What follows belongs to an exercise in optimizing a design on an open flow for small area and a short achievable clock period; a production flow would make more cautious choices.
Function was not checked in any run shown here: the RTL went through the layout flow alone.
Power is estimated from default activity; no workload was simulated.

`flow/run.sh`:
```
#!/bin/bash
# synth_recipe.tcl (not shown) runs the flow's synth.tcl, then flattens the netlist and writes it again
# the make line also repeats each setting of config.mk as NAME=value (left out here)
make -C /OpenROAD-flow-scripts/flow DESIGN_CONFIG=/design/flow/config.mk WORK_HOME=/design/flow/orfs CLKGATE_MAP_FILE= SYNTH_SCRIPT=/design/flow/synth_recipe.tcl finish
```
`flow/config.mk`:
```
export PLATFORM = sky130hd
export DESIGN_NAME = radix3_fft
export DESIGN_NICKNAME = radix3_fft
export VERILOG_FILES = /design/flow/design.v
export SDC_FILE = /design/flow/constraint.sdc
export NUM_CORES = 8
export LEC_CHECK = 0
export CAP_MARGIN = 20
export CORE_MARGIN = 2
export CORE_UTILIZATION = 40
export SLEW_MARGIN = 20
```
`flow/constraint.sdc`:
```
create_clock -name core_clock -period 5.0 [get_ports {clk}]
set_input_delay 1.0000 -clock core_clock [delete_from_list [all_inputs] [get_ports {clk}]]
set_output_delay 1.0000 -clock core_clock [all_outputs]
set_load 0.01 [all_outputs]
```
`flow/design.v`:
```
`timescale 1ns / 1ps
module radix3_fft(
    input clk,
    input rst,
    input in_valid,
    input [31:0] a_re,
    input [31:0] a_img,
    input [31:0] b_re,
    input [31:0] b_img,
    input [31:0] c_re,
    input [31:0] c_img,
    output out_valid,
    output [31:0] ao_re,
    output [31:0] ao_img,
    output [31:0] bo_re,
    output [31:0] bo_img,
    output [31:0] co_re,
    output [31:0] co_img
    );
localparam [4:0] R1 = 5'b01111;     
localparam [4:0] R2 = 5'b01111;     
localparam [3:0] RM = 4'b0111;      
localparam [4:0] R3 = 5'b01111;     
localparam NOUT = 0;                
function integer cnt;
    input [31:0] v;
    integer i;
    begin
        cnt = 0;
        for (i = 0; i < 32; i = i + 1) cnt = cnt + v[i];
    end
endfunction
localparam L1 = cnt(R1);
localparam L2 = cnt(R2);
localparam LM = cnt(RM);
localparam L3 = cnt(R3);
localparam LMID = (L2 > LM) ? L2 : LM;
localparam LAT = L1 + LMID + L3 + NOUT;
reg [LAT-1:0] v;
always @(posedge clk) begin
    if (rst)
        v <= {LAT{1'b0}};
    else
        v <= {v[LAT-2:0], in_valid};
end
assign out_valid = v[LAT-1];
wire [31:0] s_re, s_img, d_re, d_img, a1_re, a1_img;
r3_pair #(.R(R1)) P1R (.clk(clk), .x(b_re),  .y(c_re),  .zp(s_re),  .zm(d_re));
r3_pair #(.R(R1)) P1I (.clk(clk), .x(b_img), .y(c_img), .zp(s_img), .zm(d_img));
r3_pipe #(.W(64), .N(L1)) DA (.clk(clk), .d({a_re, a_img}), .q({a1_re, a1_img}));
wire [31:0] ao2_re, ao2_img, p_re, p_img, m_re, m_img;
wire [31:0] ao3_re, ao3_img, p3_re, p3_img, m3_re, m3_img;
r3_st2 #(.R(R2)) S2R (.clk(clk), .a(a1_re),  .s(s_re),  .ao(ao2_re),  .p(p_re));
r3_st2 #(.R(R2)) S2I (.clk(clk), .a(a1_img), .s(s_img), .ao(ao2_img), .p(p_img));
r3_mul #(.R(RM)) MR (.clk(clk), .d(d_re),  .m(m_re));
r3_mul #(.R(RM)) MI (.clk(clk), .d(d_img), .m(m_img));
r3_pipe #(.W(128), .N(LMID - L2)) DP (.clk(clk), .d({ao2_re, ao2_img, p_re, p_img}),
                                      .q({ao3_re, ao3_img, p3_re, p3_img}));
r3_pipe #(.W(64), .N(LMID - LM)) DM (.clk(clk), .d({m_re, m_img}), .q({m3_re, m3_img}));
wire [31:0] bo4_re, co4_re, bo4_img, co4_img, ao4_re, ao4_img;
r3_pair #(.R(R3)) P3R (.clk(clk), .x(p3_re),  .y(m3_img), .zp(co4_re),  .zm(bo4_re));
r3_pair #(.R(R3)) P3I (.clk(clk), .x(p3_img), .y(m3_re),  .zp(bo4_img), .zm(co4_img));
r3_pipe #(.W(64), .N(L3)) DAO (.clk(clk), .d({ao3_re, ao3_img}), .q({ao4_re, ao4_img}));
r3_pipe #(.W(192), .N(NOUT)) DO (.clk(clk),
    .d({ao4_re, ao4_img, bo4_re, bo4_img, co4_re, co4_img}),
    .q({ao_re, ao_img, bo_re, bo_img, co_re, co_img}));
endmodule
module r3_pipe #(parameter W = 32, parameter N = 1) (
    input clk,
    input [W-1:0] d,
    output [W-1:0] q
    );
generate
    if (N == 0) begin : g_wire
        assign q = d;
    end else begin : g_reg
        reg [W-1:0] r [0:N-1];
        integer i;
        always @(posedge clk) begin
            r[0] <= d;
            for (i = 1; i < N; i = i + 1) r[i] <= r[i-1];
        end
        assign q = r[N-1];
    end
endgenerate
endmodule
module r3_cut #(parameter W = 32, parameter EN = 1) (
    input clk,
    input [W-1:0] d,
    output [W-1:0] q
    );
generate
    if (EN) begin : g_reg
        reg [W-1:0] r;
        always @(posedge clk) r <= d;
        assign q = r;
    end else begin : g_wire
        assign q = d;
    end
endgenerate
endmodule
module r3_norm (
    input [23:0] z,
    output [23:0] n,
    output [4:0] c
    );
wire z16 = ~|z[23:8];
wire [23:0] n1 = z16 ? {z[7:0], 16'd0} : z;
wire z8 = ~|n1[23:16];
wire [23:0] n2 = z8 ? {n1[15:0], 8'd0} : n1;
wire z4 = ~|n2[23:20];
wire [23:0] n3 = z4 ? {n2[19:0], 4'd0} : n2;
wire z2 = ~|n3[23:22];
wire [23:0] n4 = z2 ? {n3[21:0], 2'd0} : n3;
wire z1 = ~n4[23];
assign n = z1 ? {n4[22:0], 1'b0} : n4;
assign c = (z16 & z8) ? 5'd0 : {z16, z8, z4, z2, z1};
endmodule
module r3_pair #(parameter [4:0] R = 0) (
    input clk,
    input [31:0] x,
    input [31:0] y,
    output [31:0] zp,
    output [31:0] zm
    );
wire [31:0] xi, yi;
r3_cut #(.W(64), .EN(R[4])) C4 (.clk(clk), .d({x, y}), .q({xi, yi}));
wire xs = xi[31], ys = yi[31];
wire [7:0] xe = xi[30:23], ye = yi[30:23];
wire xbig = xi[30:0] >= yi[30:0];
wire [7:0] dxy = xe - ye;
wire [7:0] dyx = ye - xe;
wire [7:0] sh = xbig ? dxy : dyx;
wire [22:0] lf = xbig ? xi[22:0] : yi[22:0];
wire [22:0] sf = xbig ? yi[22:0] : xi[22:0];
wire [7:0] ea = xbig ? xe : ye;
wire shz = (|sh[7:5]) | (sh[4] & sh[3]);
wire same_a = ~(xs ^ ys);
wire sgn_a = xs;
wire sgnd_a = xs ^ ~xbig;
wire [22:0] lf_b, sf_b; wire [4:0] sh_b; wire shz_b, same_b, sgn_b, sgnd_b; wire [7:0] e_b;
r3_cut #(.W(23+23+5+1+1+1+1+8), .EN(R[0])) C0 (.clk(clk),
    .d({lf, sf, sh[4:0], shz, same_a, sgn_a, sgnd_a, ea}),
    .q({lf_b, sf_b, sh_b, shz_b, same_b, sgn_b, sgnd_b, e_b}));
wire [23:0] sm = shz_b ? 24'd0 : ({1'b1, sf_b} >> sh_b);
wire [22:0] lf_c; wire [23:0] sm_c; wire same_c, sgn_c, sgnd_c; wire [7:0] e_c;
r3_cut #(.W(23+24+3+8), .EN(R[1])) C1 (.clk(clk),
    .d({lf_b, sm, same_b, sgn_b, sgnd_b, e_b}),
    .q({lf_c, sm_c, same_c, sgn_c, sgnd_c, e_c}));
wire [24:0] sum = {1'b1, lf_c} + sm_c;
wire [23:0] dif = {1'b1, lf_c} - sm_c;
wire [24:0] sum_d; wire [23:0] dif_d; wire same_d, sgn_d, sgnd_d; wire [7:0] e_d;
r3_cut #(.W(25+24+3+8), .EN(R[2])) C2 (.clk(clk),
    .d({sum, dif, same_c, sgn_c, sgnd_c, e_c}),
    .q({sum_d, dif_d, same_d, sgn_d, sgnd_d, e_d}));
wire [23:0] dn; wire [4:0] dc;
r3_norm N (.z(dif_d), .n(dn), .c(dc));
wire [31:0] rs = {sgn_d, e_d + {7'd0, sum_d[24]}, sum_d[24] ? sum_d[23:1] : sum_d[22:0]};
wire [31:0] rd = {sgnd_d, e_d - {3'd0, dc}, dn[22:0]};
wire [31:0] zp_e = same_d ? rs : rd;
wire [31:0] zm_e = same_d ? rd : rs;
r3_cut #(.W(64), .EN(R[3])) C3 (.clk(clk), .d({zp_e, zm_e}), .q({zp, zm}));
endmodule
module r3_st2 #(parameter [4:0] R = 0) (
    input clk,
    input [31:0] a,
    input [31:0] s,
    output [31:0] ao,
    output [31:0] p
    );
wire [31:0] ai, si;
r3_cut #(.W(64), .EN(R[4])) C4 (.clk(clk), .d({a, s}), .q({ai, si}));
wire sa = ai[31];
wire same = ~(ai[31] ^ si[31]);
wire [7:0] ea = ai[30:23];
wire [7:0] es = si[30:23];
wire [7:0] es1 = es - 8'd1;
wire [7:0] eadd = same ? es : es1;
wire [7:0] esub = same ? es1 : es;
wire age = ea >= eadd;
wire [7:0] shA = age ? ea - eadd : eadd - ea;
wire [22:0] lfA = age ? ai[22:0] : si[22:0];
wire [22:0] sfA = age ? si[22:0] : ai[22:0];
wire [7:0] eA = age ? ea : eadd;
wire shzA = (|shA[7:5]) | (shA[4] & shA[3]);
wire abig = {ea, ai[22:0]} >= {esub, si[22:0]};
wire [7:0] shS = abig ? ea - esub : esub - ea;
wire [22:0] lfS = abig ? ai[22:0] : si[22:0];
wire [22:0] sfS = abig ? si[22:0] : ai[22:0];
wire [7:0] eS = abig ? ea : esub;
wire shzS = (|shS[7:5]) | (shS[4] & shS[3]);
wire sgnd = sa ^ ~abig;
wire [22:0] lfA_b, sfA_b, lfS_b, sfS_b; wire [4:0] shA_b, shS_b; wire [7:0] eA_b, eS_b;
wire shzA_b, shzS_b, same_b, sa_b, sgnd_b;
r3_cut #(.W(2*(23+23+5+8+1)+3), .EN(R[0])) C0 (.clk(clk),
    .d({lfA, sfA, shA[4:0], eA, shzA, lfS, sfS, shS[4:0], eS, shzS, same, sa, sgnd}),
    .q({lfA_b, sfA_b, shA_b, eA_b, shzA_b, lfS_b, sfS_b, shS_b, eS_b, shzS_b, same_b, sa_b, sgnd_b}));
wire [23:0] smA = shzA_b ? 24'd0 : ({1'b1, sfA_b} >> shA_b);
wire [23:0] smS = shzS_b ? 24'd0 : ({1'b1, sfS_b} >> shS_b);
wire [22:0] lfA_c, lfS_c; wire [23:0] smA_c, smS_c; wire [7:0] eA_c, eS_c; wire same_c, sa_c, sgnd_c;
r3_cut #(.W(2*(23+24+8)+3), .EN(R[1])) C1 (.clk(clk),
    .d({lfA_b, smA, eA_b, lfS_b, smS, eS_b, same_b, sa_b, sgnd_b}),
    .q({lfA_c, smA_c, eA_c, lfS_c, smS_c, eS_c, same_c, sa_c, sgnd_c}));
wire [24:0] sum = {1'b1, lfA_c} + smA_c;
wire [23:0] dif = {1'b1, lfS_c} - smS_c;
wire [24:0] sum_d; wire [23:0] dif_d; wire [7:0] eA_d, eS_d; wire same_d, sa_d, sgnd_d;
r3_cut #(.W(25+24+8+8+3), .EN(R[2])) C2 (.clk(clk),
    .d({sum, dif, eA_c, eS_c, same_c, sa_c, sgnd_c}),
    .q({sum_d, dif_d, eA_d, eS_d, same_d, sa_d, sgnd_d}));
wire [23:0] dn; wire [4:0] dc;
r3_norm N (.z(dif_d), .n(dn), .c(dc));
wire [31:0] rs = {sa_d, eA_d + {7'd0, sum_d[24]}, sum_d[24] ? sum_d[23:1] : sum_d[22:0]};
wire [31:0] rd = {sgnd_d, eS_d - {3'd0, dc}, dn[22:0]};
wire [31:0] ao_e = same_d ? rs : rd;
wire [31:0] p_e = same_d ? rd : rs;
r3_cut #(.W(64), .EN(R[3])) C3 (.clk(clk), .d({ao_e, p_e}), .q({ao, p}));
endmodule
module r3_mul #(parameter [3:0] R = 0) (
    input clk,
    input [31:0] d,
    output [31:0] m
    );
wire [31:0] di;
r3_cut #(.W(32), .EN(R[3])) C3 (.clk(clk), .d(d), .q(di));
wire sd = di[31];
wire [7:0] e = di[30:23];
wire [23:0] mm = {1'b1, di[22:0]};
wire [24:0] t = {1'b0, mm} + {2'b0, mm[23:1]};
wire [23:0] u = mm - {4'd0, mm[23:4]};
wire [22:0] f_b; wire [24:0] t_b; wire [23:0] u_b; wire [7:0] e_b; wire sd_b;
r3_cut #(.W(23+25+24+8+1), .EN(R[0])) C0 (.clk(clk),
    .d({di[22:0], t, u, e, sd}), .q({f_b, t_b, u_b, e_b, sd_b}));
wire c1 = t_b[24];
wire u23 = u_b[23];
wire ez = (e_b == 8'd0);
wire [23:0] s2 = u23 ? u_b : {u_b[22:0], 1'b0};
wire [23:0] s1 = ez ? {1'b1, f_b} : (c1 ? t_b[24:1] : t_b[23:0]);
wire [2:0] k = ez ? (u23 ? 3'd1 : 3'd2) : (3'd3 + {2'd0, c1} - {2'd0, u23});
wire [23:0] s2k = s2 >> k;
wire [7:0] e1 = ez ? 8'd255 : e_b + {7'd0, c1};
wire byp1 = (e_b == 8'd1) | ((e_b == 8'd255) & c1);
wire byp2 = (e_b[7:1] == 7'd1) | (e_b[7:1] == 7'd2);    
wire [31:0] mb = byp2 ? {sd_b, e_b + 8'd249, f_b}
                      : {~sd_b, (e_b[1] ? 8'd251 : 8'd253) + {7'd0, u23}, s2[22:0]};
wire byp = byp1 | byp2;
wire [23:0] s1_c, s2k_c; wire [7:0] e1_c; wire sd_c, byp_c; wire [31:0] mb_c;
r3_cut #(.W(24+24+8+1+1+32), .EN(R[1])) C1 (.clk(clk),
    .d({s1, s2k, e1, sd_b, byp, mb}), .q({s1_c, s2k_c, e1_c, sd_c, byp_c, mb_c}));
wire [24:0] h = {1'b0, s1_c} + {1'b0, s2k_c};
wire [31:0] mh = {~sd_c, e1_c + {7'd0, h[24]} - 8'd1, h[24] ? h[23:1] : h[22:0]};
wire [31:0] m_e = byp_c ? mb_c : mh;
r3_cut #(.W(32), .EN(R[2])) C2 (.clk(clk), .d(m_e), .q(m));
endmodule
```
==> results of run 1 <==
-- cell families after synthesis --
logic type	synth area share, %
AOI/OAI and AO/OA	13.9
other	0.00646
buffers and inverters	4.12
xor gates and xnor gates	3.77
adders and majority gates	8.61
muxes	11.3
DFF	46.6
and+or+nand+nor	11.7
-- worst max path at each step --
stage | slack (ns) | depth (start not counted) | from | end
floorplan | 0.28 | 18 | DA.g_reg.r[3][31] | S2I.C0.g_reg.r[3]
global placement | -0.27 | 16 | c_img[12] | P1I.C0.g_reg.r[11]
detailed placement | -0.24 | 16 | c_img[13] | P1I.C0.g_reg.r[11]
CTS | 0.06 | 19 | P1I.C3.g_reg.r[55] | S2I.C0.g_reg.r[3]
global route | -0.07 | 17 | P1I.C3.g_reg.r[57] | S2I.C0.g_reg.r[3]
finish | 0.25 | 17 | P1I.C3.g_reg.r[57] | S2I.C0.g_reg.r[3]
-- layer usage --
layer  GRT usage [%]  up-vias
met4            6.67        0
met5               0        -
met2            34.2     2206
met3            2.73      471
met1            29.1    40000
li1                -    42400
-- area by class of cell --
cell class | instances | area (um^2)
timing repair buffer | 606 | 5580
fill | 26800 | 154000
clock inverter | 145 | 2070
inverter | 744 | 2790
antenna | 8 | 20.0
multi-input combinational | 8032 | 57500
clock buffer | 367 | 7990
tap | 3880 | 4850
sequential | 2706 | 54200
-- synth_stat cells, drive strengths merged, types with 27 or more instances --
master | instances | area, um^2
a211oi | 184 | 1390
a21boi | 27 | 203
a21o | 147 | 1100
a21oi | 742 | 3710
a221o | 47 | 470
a31oi | 60 | 375
and2 | 35 | 219
and3 | 51 | 319
buf | 95 | 405
clkbuf | 424 | 1590
dfxtp | 2706 | 54200
fa | 40 | 801
ha | 736 | 9210
inv | 731 | 2740
mux2 | 352 | 3960
mux2i | 703 | 7040
mux4 | 96 | 2160
nand2 | 1049 | 3940
nand2b | 95 | 594
nand3 | 154 | 771
nand3b | 39 | 293
nand4 | 49 | 307
nor2 | 932 | 3500
nor2b | 177 | 1110
nor3 | 162 | 811
nor3b | 29 | 218
nor4 | 60 | 388
o211ai | 60 | 450
o21a | 84 | 631
o21ai | 816 | 4100
o21bai | 78 | 586
o22a | 33 | 289
o22ai | 27 | 175
o31ai | 50 | 375
or2 | 34 | 213
or3 | 75 | 469
xnor2 | 354 | 3100
xor2 | 146 | 1280
-- sequential cells by signal, indices dropped and copies added (netlist names), 64 cells and up --
signal          cells
DM.g_reg.r         64
S2R.C2.g_reg.r     68
S2R.C3.g_reg.r     64
S2I.C0.g_reg.r    123
MR.C1.g_reg.r      90
DAO.g_reg.r       256
MI.C1.g_reg.r      90
S2I.C1.g_reg.r    113
S2I.C2.g_reg.r     68
P3I.C3.g_reg.r     64
S2R.C1.g_reg.r    113
S2R.C0.g_reg.r    123
MI.C0.g_reg.r      81
P1I.C3.g_reg.r     64
S2I.C3.g_reg.r     64
P1R.C3.g_reg.r     64
P3R.C3.g_reg.r     64
DA.g_reg.r        256
MR.C0.g_reg.r      81
-- per-stage QoR --
step | setup TNS, ns | std cells
after floorplan | 0 | 12000
final | 0 | 16500
after global routing | -0.0651 | 16500
after CTS | 0 | 16500
after detailed placement | -0.240 | 16000
after global placement | -0.273 | 16000
-- power by group through the flow --
| stage | logic, mW | clock network, mW | registers, mW |
|---|---|---|---|
| after floorplan | 33.3 | 0 | 34.5 |
| after global placement | 47.5 | 0 | 38.0 |
| after detailed placement | 48.0 | 0 | 38.1 |
| after CTS | 48.3 | 22.8 | 37.7 |
| after global routing | 53.2 | 23.7 | 38.5 |
| final | 48.5 | 22.3 | 37.5 |
==> results_dict.tcl, run 1 <==
set metrics [dict create \
    largest_net_degree_at_the_start_of_global_routing 96 \
    final.period_utilization_pct 94.9 \
    layout.cells.most_common_list "sky130_fd_sc_hd__dfxtp_1, sky130_fd_sc_hd__nand2_1, sky130_fd_sc_hd__nor2_1" \
    reg2regPathDepth 17 \
    setup.worst_path.end_class "flop" \
    core_region_area_um2 289000 \
    top_signal_layer_used "met4" \
    min-delay-path-class "reg -> reg" \
    hpwl_um 258000 \
    post_route_cells_drive_above_1_share_pct 9.95 \
    setup_viol_count_final 0 \
    yosys_most_used_dff "sky130_fd_sc_hd__dfxtp_1" \
    synth.yosys.seq_area_share_pct 46.6 \
    cp_num_buf_inv 1 \
    dr.first_iter.drc_count 6405 \
    min_period_ns 4.75 \
    clock_tree.root_cell "sky130_fd_sc_hd__clkbuf_16" \
    latest_clock_arrival_within_the_worst_skew_pair_ns 0.91 \
    clkSlewWorstSetupHoldPaths_ns 0.06 \
    p_comb_share_pct 44.8 \
    wl_met2_um 146000 \
    cts_max_path_buffers 4 \
    first_pass_grt_wire_length_um 490000 \
    most_common_cell_after_layout_fill_and_taps_aside "sky130_fd_sc_hd__dfxtp_1" \
    mappedNetlistArea_um2 116000 \
    detail_route_antenna_nets 0 \
    num_vias 85100 \
    timing.fmax_mhz 211 \
    grt_usage_pct 21.1 \
    worstMarginPinSlew_ns 1.06 \
    detailed_routed_wire_length_on_met3_um 15400 \
    drt_first_pass_iters 9 \
    wl_per_cell_um 19.6 \
    io-pin-count 388 \
    critical_path_required_ns 5.75 \
    run_status "no timing/DRC/antenna violations" \
    synth-async-reset-ratio_pct 0 \
    area_growth_syn_to_layout_pct 16.1 \
    die_area_um2 295000 \
    clock_skew_ns 0.0539 \
    synth_area_per_cell_um2 9.69 \
    power.share.switching_pct 40.5 \
    worstSetupStartpointType "flop" \
    regToRegSetupSlack_ns 0.25 \
    cts.hold.buffers_added 0 \
    arrival_ns 5.50 \
    floorplan.die.height_um 543 \
    whs_endpoint "DM.g_reg.r[0][49]" \
    nNetsFinal 13300 \
    power.ir.vdd_worst_uv 481 \
    io_buffers 387 \
    unique_cell_type_count_in_the_yosys_netlist 100 \
    initial_core_util_pct 40.3 \
    seq_power_share_pct 34.7 \
    cap_viol_max_count 0 \
    detailedPlace.worstSlack_ns -0.240 \
    post_cts.resized_instances 0 \
    clock-sinks 2706 \
    powerDensity_nw_per_um2 803 \
    wl_met1_um 153000 \
    totalWireLength_um 324000 \
    fp-row-count 197 \
    synth-edff-count 0 \
    crit_path_top_delay_cell "sky130_fd_sc_hd__or4b_1" \
    r2r_endpoint "S2I.C0.g_reg.r[3]" \
    number_of_instances_in_the_synthesized_netlist 12000 \
    hold_ws_ns 0.303 \
    internal_power_mw 64.4 \
    post_drt_via_cell_ratio 5.16 \
    die_width_um 543 \
    timing_max_transition_violations_final 0 \
    ys_seq_elements 2706 \
    p_leak_nw 56.9 \
    switchingPower_mw 43.9 \
    place_area_um2 125000 \
    max-slew-margin-rel_pct 29.2 \
    cts_tree "done" \
    worst-setup-path-type "reg -> reg" \
    crit_chain "nor3_1 -> nor3b_1 -> nand2_1 -> xor2_1 -> inv_1 -> ha_1 -> nand2_2 -> nor4_4 -> o311ai_1 -> a211oi_2 -> or2_4 -> mux2i_1 -> o22ai_2 -> and3_1 -> a2111oi_0 -> or4b_1 -> a221o_1" \
    ys_warn_count 15 \
    clock_power_share_pct 20.5 \
    globalRouteOverflowTotal 0 \
    regToRegStartpoint "P1I.C3.g_reg.r[57]" \
    worstPathMaxFanout 6 \
    finalWorstSetupSlack_ns 0.255 \
    detail_route.drc_violations 0 \
    grt_antenna_before_repair 29 \
    total_power_mw 108 \
    cts.repair_timing.setup_buffer_count 0 \
    postLayoutCellArea_um2 135000 \
    hold_violations 0 \
    gp_congestion 0.932 \
    total_cts_buffers 288 \
    cts.htree.levels 5 \
    crit_path_max_incr_delay_ns 0.47 \
    crit_family "simple AND/OR/NAND/NOR gates" \
    whs_path_depth 0 \
    timing.hold.worst.start "MR.C2.g_reg.r[17]" \
    postLayoutCoreUtil_pct 46.8 \
    first_global_vias 82300 \
]
==> inputs of run 2 (changes only) <==
--- a/flow/config.mk
+++ b/flow/config.mk
@@ -8,4 +8,5 @@
 export CAP_MARGIN = 20
 export CORE_MARGIN = 2
 export CORE_UTILIZATION = 40
+export SETUP_SLACK_MARGIN = 1.0
 export SLEW_MARGIN = 20
==> run 2 against run 1 <==
  * Synthesized cell count unchanged
  * Critical path depth increased by 2
  * First-iteration DRC count decreased by 5.2%
  * Combinational power about the same
  * Clock power about the same
  * Critical endpoint unchanged
  * Power increased by 0.17%
  * Flip-flop and latch count unchanged
  * Non-clock buffer count increased by 33
  * Count of clock-buffer cells in the layout increased by 6
  * Core utilization increased by 0.53 points
  * The layout now fails its checks (antenna violations)
  * Sequential power increased by 1%
==> results_dict.tcl, run 2 <==
set metrics [dict create \
    run_status "finished with violations" \
    failed_layout_checks "antenna violations" \
    critical_path_required_ns 5.76 \
    max-slew-margin-rel_pct 28.9 \
    yosys-top-cells-count "sky130_fd_sc_hd__dfxtp_1, sky130_fd_sc_hd__nand2_1, sky130_fd_sc_hd__nor2_1" \
    ys_seq_elements 2706 \
    most_common_cell_after_layout_fill_and_taps_aside "sky130_fd_sc_hd__dfxtp_1" \
    final.period_utilization_pct 86.1 \
    synth.yosys.seq_area_share_pct 46.6 \
    num_vias 85800 \
    floorplan.die.height_um 543 \
    total_power_mw 108 \
    wl_per_cell_um 19.7 \
    finalSetupTns_ns 0 \
    hold_ws_ns 0.300 \
    post_route_cells_drive_above_1_share_pct 11.7 \
    die_area_um2 295000 \
    reg.largest.list "DA.g_reg.r (256), DAO.g_reg.r (256)" \
    power.ir.vdd_worst_uv 391 \
    synth-async-reset-ratio_pct 0 \
    layoutNonFillerInstCount 16500 \
    p_comb_share_pct 44.4 \
    first_global_vias 82900 \
    timing_max_transition_violations_final 0 \
    yosys_most_used_dff "sky130_fd_sc_hd__dfxtp_1" \
    detail_route.drc_violations 0 \
    top_signal_layer_used "met5" \
    synthMostInstantiatedCell "sky130_fd_sc_hd__dfxtp_1" \
    latest_clock_arrival_within_the_worst_skew_pair_ns 0.91 \
    seq_power_share_pct 35.0 \
    worstPathMaxFanout 6 \
    cts_max_path_buffers 4 \
    io_buffers 387 \
    detailed_routed_wire_length_on_met3_um 17300 \
    switchingPower_mw 43.6 \
    hpwl_um 256000 \
    multiInputGateArea_um2 58600 \
    synthXorXnorAreaFrac_pct 3.77 \
    first_pass_grt_wire_length_um 491000 \
    fp-row-count 197 \
    final-seq-area_um2 54200 \
    cts.hold.buffers_added 0 \
    globalRouteOverflowTotal 0 \
    detail_route_antenna_nets 1 \
    min_period_ns 4.31 \
    synth_largest_area_cell "sky130_fd_sc_hd__dfxtp_1" \
    layout.cells.most_common_list "sky130_fd_sc_hd__dfxtp_1, sky130_fd_sc_hd__nand2_1, sky130_fd_sc_hd__nor2_1" \
    core_region_area_um2 289000 \
    synthAdderAreaFrac_pct 8.61 \
    drt_first_pass_iters 6 \
    clock_skew_ns 0.0506 \
    cts_tree "done" \
    grt_usage_pct 21.2 \
    clkSlewWorstSetupHoldPaths_ns 0.06 \
    setup.worst_path.end_class "flop" \
    total_cts_buffers 285 \
    synth_mux_area_share_pct 11.3 \
    initial_core_util_pct 40.3 \
    crit_family "simple AND/OR/NAND/NOR gates" \
    nNetsFinal 13400 \
    post_drt_via_cell_ratio 5.19 \
    io-pin-count 388 \
    mappedNetlistArea_um2 116000 \
    gp_congestion 0.933 \
    netlist_top_cells_area "sky130_fd_sc_hd__dfxtp_1, sky130_fd_sc_hd__ha_1, sky130_fd_sc_hd__mux2i_1" \
    arrival_ns 5.07 \
    p_leak_nw 57.3 \
    synth-edff-count 0 \
    clock_tree.root_cell "sky130_fd_sc_hd__clkbuf_16" \
    synth_simple_gate_area_share_pct 11.7 \
    crit_path_max_incr_delay_ns 0.47 \
    worstMarginPinSlew_ns 1.04 \
    power.share.switching_pct 40.2 \
    worst-setup-path-type "reg -> reg" \
    hold_violations 0 \
    cap_viol_max_count 0 \
    powerDensity_nw_per_um2 795 \
    cts.htree.levels 5 \
    crit_path_top_delay_cell "sky130_fd_sc_hd__or4b_1" \
    clock-sinks 2706 \
    worstSetupStartpointType "flop" \
    synth-compound-area-share_pct 13.9 \
    die_width_um 543 \
    ys_warn_count 15 \
    timing.fmax_mhz 232 \
    totalWireLength_um 325000 \
    number_of_instances_in_the_synthesized_netlist 12000 \
    wl_met1_um 149000 \
    internal_power_mw 64.9 \
    dr.first_iter.drc_count 6072 \
    largest_family_of_logic_cells_by_synthesized_area "compound AO/OA/AOI/OAI gates" \
    clock_power_share_pct 20.5 \
    fillers 26500 \
    synth_largest_type_area_fraction_pct 46.6 \
    synth_area_per_cell_um2 9.69 \
    unique_cell_type_count_in_the_yosys_netlist 100 \
    largest_net_degree_at_the_start_of_global_routing 88 \
    cp_num_buf_inv 2 \
    min-delay-path-class "reg -> reg" \
    grt_antenna_before_repair 24 \
    setup_repair_after_global_routing_missed_its_margin "true" \
    area_growth_syn_to_layout_pct 17.4 \
    setup_viol_count_final 0 \
    postLayoutCoreUtil_pct 47.3 \
    total_placed_cells_including_tap_cells 15900 \
    wl_met2_um 146000 \
    crit_chain "inv_4 -> ha_4 -> nor3b_4 -> nor3b_4 -> nand2_2 -> xor2_2 -> inv_2 -> ha_4 -> nand2_4 -> nor4_4 -> o311ai_2 -> a211oi_2 -> or2_4 -> mux2_4 -> o22ai_4 -> or2_4 -> a21oi_1 -> or4b_1 -> a221o_1" \
]
run 2: cell counts after synthesis:
No cell type changed its count.
run 2: layer usage:
| layer | vias to the layer above | GRT usage, % |
|---|---|---|
| met3 | 604 | 3.25 |
| met2 | 2367 | 34.2 |
| met4 | 16 | 8.00 |
| li1 | 42500 | - |
| met1 | 40300 | 28.4 |
| met5 | - | 0 |
run 2: cell type report:
class                      count  area share, %
multi-input combinational   8032           43.0
sequential                  2706           39.7
clock buffer                 373           5.81
timing repair buffer         639           4.30
tap                         3880           3.56
inverter                     744           2.05
clock inverter               140           1.54
antenna                       21         0.0385
run 2: cell families after synthesis:
logic type / Yosys count
AOI/OAI and AO/OA: 2601
xor gates and xnor gates: 500
adders and majority gates: 776
buffers and inverters: 1263
DFF: 2706
muxes: 1151
other: 2
and+or+nand+nor: 2996
run 2: worst register-to-register path, cell delays in order, from the launching register on:
cell and delay (ns):
sky130_fd_sc_hd__dfxtp_4 0.37, sky130_fd_sc_hd__inv_4 0.06, sky130_fd_sc_hd__ha_4 0.13, sky130_fd_sc_hd__nor3b_4 0.21, sky130_fd_sc_hd__nor3b_4 0.25, sky130_fd_sc_hd__nand2_2 0.10, sky130_fd_sc_hd__xor2_2 0.17, sky130_fd_sc_hd__inv_2 0.08
sky130_fd_sc_hd__ha_4 0.29, sky130_fd_sc_hd__nand2_4 0.06, sky130_fd_sc_hd__nor4_4 0.36, sky130_fd_sc_hd__o311ai_2 0.17, sky130_fd_sc_hd__a211oi_2 0.21, sky130_fd_sc_hd__or2_4 0.24, sky130_fd_sc_hd__mux2_4 0.33, sky130_fd_sc_hd__o22ai_4 0.20
sky130_fd_sc_hd__or2_4 0.16, sky130_fd_sc_hd__a21oi_1 0.05, sky130_fd_sc_hd__or4b_1 0.47, sky130_fd_sc_hd__a221o_1 0.30
run 2: per-stage QoR:
| step | setup WS [ns] | area [um^2] |
|---|---|---|
| 6_report | 0.694 | 136000 |
| 2_1_floorplan | 0.739 | 117000 |
| 4_1_cts | 0.754 | 135000 |
| 3_3_place_gp | 0.0257 | 125000 |
| 3_5_place_dp | 0.00790 | 125000 |
| 5_1_grt | 0.476 | 136000 |
run 2: power by group through the flow:
stage / clock network [mW] / registers, mW / logic, mW
2_1_floorplan: 0 / 34.5 / 33.4
3_3_place_gp: 0 / 38.2 / 46.2
3_5_place_dp: 0 / 38.3 / 46.7
4_1_cts: 22.8 / 37.9 / 47.3
5_1_grt: 23.7 / 38.8 / 52.9
6_report: 22.3 / 38.0 / 48.2
run 2: worst paths after layout:
kind                            cells past startpoint  slack, ns                 end          startpoint
worst max register to register                     19       0.69   S2I.C0.g_reg.r[3]  P1I.C3.g_reg.r[56]
worst min-delay path                                0       0.30  P3R.C1.g_reg.r[43]  P3R.C0.g_reg.r[48]
worst max-delay path                               19       0.69   S2I.C0.g_reg.r[3]  P1I.C3.g_reg.r[56]
worst min register to register                      0       0.30  P3R.C1.g_reg.r[43]  P3R.C0.g_reg.r[48]
run 2: what timing repair did:
action | 4_1_cts | 5_1_grt
pin swaps | 23 | 60
endpoints found under the setup margin | 190 | 177
buffers inserted | 30 | 33
resized for setup | 87 | 172
==> inputs of run 3 (changes only) <==
--- a/flow/config.mk
+++ b/flow/config.mk
@@ -8,5 +8,5 @@
 export CAP_MARGIN = 20
 export CORE_MARGIN = 2
 export CORE_UTILIZATION = 40
-export SETUP_SLACK_MARGIN = 1.0
+export SETUP_SLACK_MARGIN = 2.0
 export SLEW_MARGIN = 20
==> run 3 against run 2 <==
  * The run now finishes clean
  * Area after synthesis stayed put
  * Critical path depth is 2 lower
  * Sequential power hardly changed
  * Hold slack worse by 0.012 ns
  * Register-to-register slack worse by 0.08 ns
  * Power is 13% higher
  * Synthesized cell count stayed put
  * Clock skew is 0.0057 ns lower
  * Via count is 4.9% higher
  * First-iteration DRC count is 5.0% higher
  * Largest power group unchanged
==> results_dict.tcl, run 3 <==
set metrics [dict create \
    run_status "no timing/DRC/antenna violations" \
    core_region_area_um2 289000 \
    most_common_cell_after_layout_fill_and_taps_aside "sky130_fd_sc_hd__dfxtp_1" \
    latest_clock_arrival_within_the_worst_skew_pair_ns 0.90 \
    timing_max_transition_violations_final 0 \
    wl_per_cell_um 20.1 \
    netlist_top_cells_area "sky130_fd_sc_hd__dfxtp_1, sky130_fd_sc_hd__ha_1, sky130_fd_sc_hd__mux2i_1" \
    yosys_most_used_dff "sky130_fd_sc_hd__dfxtp_1" \
    cts_tree "done" \
    final.period_utilization_pct 87.7 \
    finalWorstSetupSlack_ns 0.615 \
    num_vias 90000 \
    setup_repair_after_global_routing_missed_its_margin "true" \
    total_power_mw 122 \
    powerDensity_nw_per_um2 796 \
    layoutNonFillerInstCount 17200 \
    hpwl_um 250000 \
    cap_viol_max_count 0 \
    detail_route.drc_violations 0 \
    fp-row-count 197 \
    arrival_ns 5.17 \
    finalSetupTns_ns 0 \
    total_cts_buffers 295 \
    globalRouteOverflowTotal 0 \
    critical_path_required_ns 5.78 \
    totalWireLength_um 346000 \
    dr.first_iter.drc_count 6378 \
    setup_viol_count_final 0 \
    first_pass_grt_wire_length_um 514000 \
    min-delay-path-class "reg -> reg" \
    largest_net_degree_at_the_start_of_global_routing 88 \
    mappedNetlistArea_um2 116000 \
    number_of_instances_in_the_synthesized_netlist 12000 \
    io_buffers 387 \
    grt_usage_pct 22.0 \
    post_route_cells_drive_above_1_share_pct 26.4 \
    first_global_vias 86900 \
    detailedPlace.worstSlack_ns 0.000105 \
    synthMostInstantiatedCell "sky130_fd_sc_hd__dfxtp_1" \
    gp_congestion 0.920 \
    synth_largest_area_cell "sky130_fd_sc_hd__dfxtp_1" \
    drt_first_pass_iters 6 \
    timing.fmax_mhz 228 \
    die_area_um2 295000 \
    ys_seq_elements 2706 \
    layout.cells.most_common_list "sky130_fd_sc_hd__dfxtp_1, sky130_fd_sc_hd__nand2_1, sky130_fd_sc_hd__nor2_1" \
    reg.largest.list "DA.g_reg.r (256), DAO.g_reg.r (256)" \
    synth-async-reset-ratio_pct 0 \
    max-slew-margin-rel_pct 28.2 \
    clock_skew_ns 0.0448 \
    clkSlewWorstSetupHoldPaths_ns 0.06 \
    synth_largest_type_area_fraction_pct 46.6 \
    worstPathMaxFanout 5 \
    postLayoutCoreUtil_pct 53.2 \
    post_drt_via_cell_ratio 5.23 \
    clock_tree.root_cell "sky130_fd_sc_hd__clkbuf_16" \
    clock-sinks 2706 \
    hold_violations 0 \
    detail_route_antenna_nets 0 \
    yosys-top-cells-count "sky130_fd_sc_hd__dfxtp_1, sky130_fd_sc_hd__nand2_1, sky130_fd_sc_hd__nor2_1" \
    grt_antenna_before_repair 52 \
    postLayoutCellArea_um2 154000 \
    setup.worst_path.end_class "flop" \
    cts_max_path_buffers 4 \
    unique_cell_type_count_in_the_yosys_netlist 100 \
    hold_ws_ns 0.288 \
    area_growth_syn_to_layout_pct 32.1 \
    synth_area_per_cell_um2 9.69 \
    worstSetupStartpointType "flop" \
    p_leak_nw 63.7 \
    place_area_um2 126000 \
    worst-setup-path-type "reg -> reg" \
    die_width_um 543 \
    total_placed_cells_including_tap_cells 15900 \
    min_period_ns 4.39 \
    synth.yosys.seq_area_share_pct 46.6 \
    initial_core_util_pct 40.3 \
    worstMarginPinSlew_ns 1.08 \
    power.ir.vdd_worst_uv 372 \
    synth-edff-count 0 \
    io-pin-count 388 \
    cts.htree.levels 5 \
    ys_warn_count 15 \
    floorplan.die.height_um 543 \
    nNetsFinal 14000 \
]
## run 3: cell types whose count changed in the layout (fill, tap and decap cells not counted), moves of 99 or more
cell                              previous run  this run
sky130_fd_sc_hd__a21oi_1                   706       529
sky130_fd_sc_hd__a21oi_2                    29       161
sky130_fd_sc_hd__buf_4                     240       546
sky130_fd_sc_hd__buf_6                       6       189
sky130_fd_sc_hd__clkdlybuf4s50_1           387       287
sky130_fd_sc_hd__dfxtp_1                  2658      2556
sky130_fd_sc_hd__ha_1                      722       609
sky130_fd_sc_hd__ha_4                        5       104
sky130_fd_sc_hd__mux2i_1                   700       582
sky130_fd_sc_hd__nand2_1                  1035       917
sky130_fd_sc_hd__o21ai_0                   789       466
sky130_fd_sc_hd__o21ai_1                    18       151
sky130_fd_sc_hd__o21ai_2                     8       138
## run 3: per-layer routing
| metal | wire [um] | up-vias | global-route usage, % | share of wire, % |
|---|---|---|---|---|
| met2 | 155000 | 2515 | 34.9 | 45 |
| met1 | 160000 | 42900 | 30.8 | 46 |
| met4 | 10800 | 34 | 6.36 | 3.1 |
| met5 | 230 | - | 0 | 0.067 |
| li1 | - | 43900 | - | - |
| met3 | 19000 | 635 | 3.51 | 5.5 |
## run 3: cell families after synthesis
family | after synthesis | synth area share (%)
AOI/OAI and AO/OA | 2601 | 13.9
xor gates and xnor gates | 500 | 3.77
adders and majority gates | 776 | 8.61
buffers and inverters | 1263 | 4.12
DFF | 2706 | 46.6
muxes | 1151 | 11.3
other | 2 | 0.00646
and+or+nand+nor | 2996 | 11.7
## run 3: report_power, final
part	switching, mW	internal, mW
clock	9.01	13.8
sequential	7.06	30.9
combinational	32.4	29.1
## run 3: final cells by class
class,count,area [um^2]
inverters,744,2870
diodes,20,50.0
flip-flops and latches,2706,54500
clock inverters,146,2130
well taps,3880,4850
multi-input cells,8036,67500
repair buffers,1282,13500
fillers,24900,135000
clock buffers,379,8200
## run 3: critical path, stage by stage (launching register included)
cell                       delay (ns)
sky130_fd_sc_hd__dfxtp_4         0.36
sky130_fd_sc_hd__nor3_4          0.21
sky130_fd_sc_hd__nor3b_4         0.28
sky130_fd_sc_hd__nand2_4         0.10
sky130_fd_sc_hd__nor3_4          0.26
sky130_fd_sc_hd__xnor2_4         0.13
sky130_fd_sc_hd__ha_4            0.30
sky130_fd_sc_hd__nand2_4         0.05
sky130_fd_sc_hd__nor4_4          0.38
sky130_fd_sc_hd__o311ai_2        0.18
sky130_fd_sc_hd__a211oi_2        0.23
sky130_fd_sc_hd__or2_4           0.24
sky130_fd_sc_hd__mux2_4          0.33
sky130_fd_sc_hd__o22ai_4         0.20
sky130_fd_sc_hd__or2_4           0.19
sky130_fd_sc_hd__a21oi_1         0.06
sky130_fd_sc_hd__or4b_1          0.47
sky130_fd_sc_hd__a221o_1         0.30
## run 3: path summary, 6_finish.rpt
kind | start | to | slack [ns] | cells after the start
setup / recovery | P1I.C3.g_reg.r[56] | S2I.C0.g_reg.r[3] | 0.61 | 17
hold / removal | P3R.C0.g_reg.r[8] | P3R.C1.g_reg.r[8] | 0.29 | 0
setup reg to reg | P1I.C3.g_reg.r[56] | S2I.C0.g_reg.r[3] | 0.61 | 17
hold reg to reg | P3R.C0.g_reg.r[8] | P3R.C1.g_reg.r[8] | 0.29 | 0
## run 3: repair_timing
item / 4_1_cts / 5_1_grt
endpoints found under the setup margin: 1022 / 822
hold buffers: 0 / 0
gates resized for setup: 1600 / 1153
setup buffers: 432 / 223
pin swaps: 419 / 458
cloned: 57 / 22

==> re-timing with driven ports <==
The results above use ideal ports. As a check the final layouts listed here were re-extracted and re-timed, cells and wires unchanged.
Step 1 (the two cells are an assumption about what drives the block):
set clk [get_ports {clk}]
set_driving_cell -lib_cell sky130_fd_sc_hd__clkbuf_16 $clk
set_driving_cell -lib_cell sky130_fd_sc_hd__buf_2 [delete_from_list [all_inputs] $clk]
Step 2, shift: input delay + t, output delay - t, t = (earliest + latest rising clock arrival at the registers) / 2. This alone moves slack from input paths to output paths.
Slacks: no drivers / after step 1 / after step 2; pairs: no drivers / after step 1.
run	t, ns	slack for setup (ns)	worst setup path at the end	latest minus earliest clock arrival (ns)	worst register clock-pin slew, ns
run 1	0.972	0.255 / 0.255 / -0.183	input to register	0.056 / 0.056	0.07 / 0.07
run 2	0.974	0.694 / 0.694 / 0.283	input to register	0.077 / 0.077	0.07 / 0.07
run 3	0.971	0.615 / 0.615 / 0.615	register to register	0.049 / 0.048	0.07 / 0.07
With both steps, setup timing fails in run 1, where it was met with ideal ports. For run 1, which loses most, drivers alone change the setup slack by 0.000 ns; drivers and shift together by -0.438 ns.
